This design comes from an exercise in tuning for small area and a short achievable clock period on the open sky130 flow, not from production work.
At most, simulation tests tie the RTL to the original design; equivalence was not proved.
Power figures rest on the tool's default switching activity, not on a simulated workload.

Design radix3_fft, start of the top module:
module radix3_fft(
    input clk,
    input rst,
    input in_valid,
    input [31:0] a_re,
    input [31:0] a_img,
    input [31:0] b_re,
    input [31:0] b_img,
    input [31:0] c_re,
    input [31:0] c_img,
    output out_valid,
    output [31:0] ao_re,
    output [31:0] ao_img,
    output [31:0] bo_re,
    output [31:0] bo_img,
    output [31:0] co_re,
    output [31:0] co_img
    );
parameter [5:0] R1 = 6'b011111;     
parameter [5:0] R2 = 6'b011111;     
parameter [4:0] RM = 5'b10111;      
parameter [5:0] R3 = 6'b011111;     
parameter H1 = 0;                   
parameter H3 = 1;                   
function integer cnt;
    input [31:0] x;
    integer i;
    begin
        cnt = 0;
        for (i = 0; i < 32; i = i + 1) cnt = cnt + x[i];
    end
endfunction
localparam L1 = cnt(R1);
localparam L2 = cnt(R2);
localparam LM = cnt(RM);
localparam L3 = cnt(R3);
localparam LMID = (L2 > LM) ? L2 : LM;
localparam LAT = L1 + LMID + L3;
reg [LAT-1:0] v;
always @(posedge clk) begin
    if (rst)
        v <= {LAT{1'b0}};
    else
        v <= {v[LAT-2:0], in_valid};
end
assign out_valid = v[LAT-1];
wire [31:0] s_re, s_img, d_re, d_img, a1_re, a1_img;
r3_pair #(.R(R1), .HEAVY(H1)) P1R (.clk(clk), .x(b_re),  .y(c_re),  .zp(s_re),  .zm(d_re));
r3_pair #(.R(R1), .HEAVY(H1)) P1I (.clk(clk), .x(b_img), .y(c_img), .zp(s_img), .zm(d_img));
generate
    if (L1 > 0) begin : gDA
        r3_pipe #(.W(64), .N(L1)) DA (.clk(clk), .d({a_re, a_img}), .q({a1_re, a1_img}));
    end else begin : nDA
        assign {a1_re, a1_img} = {a_re, a_img};
    end
endgenerate
wire [31:0] ao2_re, ao2_img, p_re, p_img, m_re, m_img;
wire [31:0] ao3_re, ao3_img, p3_re, p3_img, m3_re, m3_img;
r3_st2 #(.R(R2)) S2R (.clk(clk), .a(a1_re),  .s(s_re),  .ao(ao2_re),  .p(p_re));
r3_st2 #(.R(R2)) S2I (.clk(clk), .a(a1_img), .s(s_img), .ao(ao2_img), .p(p_img));
r3_mul #(.R(RM)) MR (.clk(clk), .d(d_re),  .m(m_re));
r3_mul #(.R(RM)) MI (.clk(clk), .d(d_img), .m(m_img));
generate
    if (LMID - L2 > 0) begin : gDP
        r3_pipe #(.W(128), .N(LMID - L2)) DP (.clk(clk), .d({ao2_re, ao2_img, p_re, p_img}), .q({ao3_re, ao3_img, p3_re, p3_img}));
    end else begin : nDP
        assign {ao3_re, ao3_img, p3_re, p3_img} = {ao2_re, ao2_img, p_re, p_img};
    end
endgenerate
generate
    if (LMID - LM > 0) begin : gDM
  ...
Size in the first run: about 390 I/O pins.
export LEC_CHECK = 0
export CAP_MARGIN = 20
export CORE_MARGIN = 2
export CORE_UTILIZATION = 40
export CTS_CLUSTER_DIAMETER = 80
export CTS_CLUSTER_SIZE = 24
export PLACE_DENSITY = 0.7
export SETUP_SLACK_MARGIN = 2.5
export SLEW_MARGIN = 20
export SYNTH_HIERARCHICAL = 1
create_clock -name core_clock -period 5.0 [get_ports {clk}]
run.sh (not shown) runs the stock make flow with config.mk's settings and CLKGATE_MAP_FILE= SYNTH_SCRIPT=/design/flow/synth_recipe.tcl, a recipe that flattens the netlist after the stock synthesis.
The baseline went through all stages and came out clean.
Then changed:
--- a/flow/design.v
+++ b/flow/design.v
@@ -175,31 +175,28 @@
 wire [23:0] n3 = z4 ? {z[19:0], 4'd0} : z;
 wire z2 = ~|n3[23:22];
 wire [23:0] n4 = z2 ? {n3[21:0], 2'd0} : n3;
 wire z1 = ~n4[23];
 assign n = z1 ? {n4[22:0], 1'b0} : n4;
 assign en = e - {3'd0, c};
 endmodule
-module r3_fin #(parameter [2:0] R = 0, parameter ONE = 0) (
+module r3_fin #(parameter [2:0] R = 0) (
     input clk,
     input [23:0] la,
     input [23:0] sa,
-    input [23:0] ls_in,
-    input [23:0] ss_in,
+    input [23:0] ls,
+    input [23:0] ss,
     input [7:0] ea,
-    input [7:0] es_in,
+    input [7:0] es,
     input same,
     input sgn,
     input sgnd,
     output [31:0] zp,
     output [31:0] zm
     );
-wire [23:0] ls = ONE ? la : ls_in;
-wire [23:0] ss = ONE ? sa : ss_in;
-wire [7:0] es = ONE ? ea : es_in;
 wire [24:0] sum = {1'b0, la} + {1'b0, sa};
 wire [23:0] dif = ls - ss;
 wire [24:0] sum_d; wire [23:0] dif_d; wire [7:0] ea_d, es_d; wire same_d, sgn_d, sgnd_d;
 generate
     if (R[0]) begin : gC0
         r3_cut #(.W(25+24+8+8+3)) C0 (.clk(clk), .d({sum, dif, ea, es, same, sgn, sgnd}), .q({sum_d, dif_d, ea_d, es_d, same_d, sgn_d, sgnd_d}));
     end else begin : nC0
@@ -284,16 +281,16 @@
 generate
     if (R[1]) begin : gC1
         r3_cut #(.W(23+24+3+8)) C1 (.clk(clk), .d({lf, sm, same_b, sgn_b, sgnd_b, ea}), .q({lf_c, sm_c, same_c, sgn_c, sgnd_c, e_c}));
     end else begin : nC1
         assign {lf_c, sm_c, same_c, sgn_c, sgnd_c, e_c} = {lf, sm, same_b, sgn_b, sgnd_b, ea};
     end
 endgenerate
-r3_fin #(.R(R[4:2]), .ONE(1)) F (.clk(clk), .la({1'b1, lf_c}), .sa(sm_c), .ls_in(24'd0), .ss_in(24'd0),
-    .ea(e_c), .es_in(8'd0), .same(same_c), .sgn(sgn_c), .sgnd(sgnd_c), .zp(zp), .zm(zm));
+r3_fin #(.R(R[4:2])) F (.clk(clk), .la({1'b1, lf_c}), .sa(sm_c), .ls({1'b1, lf_c}), .ss(sm_c),
+    .ea(e_c), .es(e_c), .same(same_c), .sgn(sgn_c), .sgnd(sgnd_c), .zp(zp), .zm(zm));
 endmodule
 module r3_st2 #(parameter [5:0] R = 0) (
     input clk,
     input [31:0] a,
     input [31:0] s,
     output [31:0] ao,
     output [31:0] p
@@ -364,16 +361,16 @@
 generate
     if (R[1]) begin : gC1
         r3_cut #(.W(2*(23+24+8)+3)) C1 (.clk(clk), .d({lfA, smA, eA, lfS, smS, eS, same_b, sa_b, sgnd}), .q({lfA_c, smA_c, eA_c, lfS_c, smS_c, eS_c, same_c, sa_c, sgnd_c}));
     end else begin : nC1
         assign {lfA_c, smA_c, eA_c, lfS_c, smS_c, eS_c, same_c, sa_c, sgnd_c} = {lfA, smA, eA, lfS, smS, eS, same_b, sa_b, sgnd};
     end
 endgenerate
-r3_fin #(.R(R[4:2])) F (.clk(clk), .la({1'b1, lfA_c}), .sa(smA_c), .ls_in({1'b1, lfS_c}), .ss_in(smS_c),
-    .ea(eA_c), .es_in(eS_c), .same(same_c), .sgn(sa_c), .sgnd(sgnd_c), .zp(ao), .zm(p));
+r3_fin #(.R(R[4:2])) F (.clk(clk), .la({1'b1, lfA_c}), .sa(smA_c), .ls({1'b1, lfS_c}), .ss(smS_c),
+    .ea(eA_c), .es(eS_c), .same(same_c), .sgn(sa_c), .sgnd(sgnd_c), .zp(ao), .zm(p));
 endmodule
 module r3_mul #(parameter [4:0] R = 0) (
     input clk,
     input [31:0] d,
     output [31:0] m
     );
 wire [31:0] di;
Effect: The changed run completed with no timing, DRC or antenna violations; flip-flop and latch count does not change; via count is lower by 2.1%; sequential share of layout area increases by 0.45 points; setup slack is worse by 0.047 ns; hold slack got worse by 0.0053 ns; clock-buffer cell count drops by 1; wire length goes down by about 2%; final area falls by 1.1%; global-route usage stays flat; total power came out lower by 0.94%; synthesized cell count decreases by 2.9%; utilization barely changes.
Only the layout flow was run in the first run of this note; the RTL was not checked for function there.

---

radix3_fft, a different RTL version from the one above (not shown whole).
Size: ~11000 cells after synthesis, ~390 I/O pins, roughly 0.12 sq mm of cells after synthesis.
==> module r3_norm1, before the edit <==
module r3_norm1 (
    input [23:0] z,
    output [23:0] n,
    output [4:0] c,
    output zero
    );
assign zero = ~|z;
wire z16 = ~|z[23:8];
wire [23:0] n1 = z16 ? {z[7:0], 16'd0} : z;
wire z8 = ~|n1[23:16];
wire [23:0] n2 = z8 ? {n1[15:0], 8'd0} : n1;
wire z4 = ~|n2[23:20];
assign n = z4 ? {n2[19:0], 4'd0} : n2;
wire [4:0] lz;
r3_lzc L (.z(z), .c(lz));
assign c = zero ? 5'd0 : lz;
endmodule
==> module r3_norm2, before the edit <==
module r3_norm2 (
    input [23:0] z,
    input [7:0] e,
    input [4:0] c,
    output [23:0] n,
    output [7:0] en
    );
wire [23:0] n3 = z;
wire z2 = ~|n3[23:22];
wire [23:0] n4 = z2 ? {n3[21:0], 2'd0} : n3;
wire z1 = ~n4[23];
assign n = z1 ? {n4[22:0], 1'b0} : n4;
assign en = e - {3'd0, c};
endmodule
clock: 5.0 ns
lec_check: 0
cap_margin: 20
core_margin: 2
core_utilization: 40
cts_cluster_diameter: 80
cts_cluster_size: 24
place_density: 0.7
setup_slack_margin: 2.3
slew_margin: 20
Next try:
--- a/flow/design.v
+++ b/flow/design.v
@@ -135,11 +135,9 @@
 assign zero = ~|z;
 wire z16 = ~|z[23:8];
 wire [23:0] n1 = z16 ? {z[7:0], 16'd0} : z;
 wire z8 = ~|n1[23:16];
-wire [23:0] n2 = z8 ? {n1[15:0], 8'd0} : n1;
-wire z4 = ~|n2[23:20];
-assign n = z4 ? {n2[19:0], 4'd0} : n2;
+assign n = z8 ? {n1[15:0], 8'd0} : n1;
 wire [4:0] lz;
 r3_lzc L (.z(z), .c(lz));
 assign c = zero ? 5'd0 : lz;
 endmodule
@@ -149,9 +147,10 @@
     input [4:0] c,
     output [23:0] n,
     output [7:0] en
     );
-wire [23:0] n3 = z;
+wire z4 = ~|z[23:20];
+wire [23:0] n3 = z4 ? {z[19:0], 4'd0} : z;
 wire z2 = ~|n3[23:22];
 wire [23:0] n4 = z2 ? {n3[21:0], 2'd0} : n3;
 wire z1 = ~n4[23];
 assign n = z1 ? {n4[22:0], 1'b0} : n4;
Effect:
- The new run ran to the end with no violations
- synthesized cell count climbs by 2.1%
- hold slack degrades by 19 ps
- setup slack improved by 62 ps
- maximum frequency increases by 2.2%
- final area is about the same
- count of clock-buffer cells in the layout falls by 2
No run of this note included a check of the RTL's function; only the layout flow was run.

==> re-timing with driven ports <==
How much do the figures lean on ideal ports? The routed layouts below were timed once more, with nothing changed but the port constraints.
Step 1: set_driving_cell puts a clkbuf_16 on clk and a buf_2 on each other input, an assumption about the parent block.
Step 2 times the ports against the registers' clock, not the clock port: input delays grow and output delays shrink by t, the midpoint of the rising clock arrivals with the driver on.
Slacks: no drivers / after step 1 / after step 2; pairs: no drivers / after step 1.
run | t (ns) | setup slack, ns | worst setup path after step 2 | latest minus earliest clock arrival (ns)
the first run of note 1 | 0.997 | 2.495 / 2.490 / 1.742 | input to register | 0.054 / 0.054
the second run of note 1 | 0.978 | 2.448 / 2.448 / 1.735 | input to register | 0.072 / 0.072
the first run of note 2 | 0.976 | 2.068 / 2.068 / 1.498 | input to register | 0.059 / 0.059
the second run of note 2 | 0.988 | 2.130 / 2.130 / 1.548 | input to register | 0.077 / 0.077
After both steps setup and hold are still met in every run listed. For the first run of note 1, which loses most, drivers alone change the setup slack by -0.005 ns; drivers and shift together by -0.753 ns.
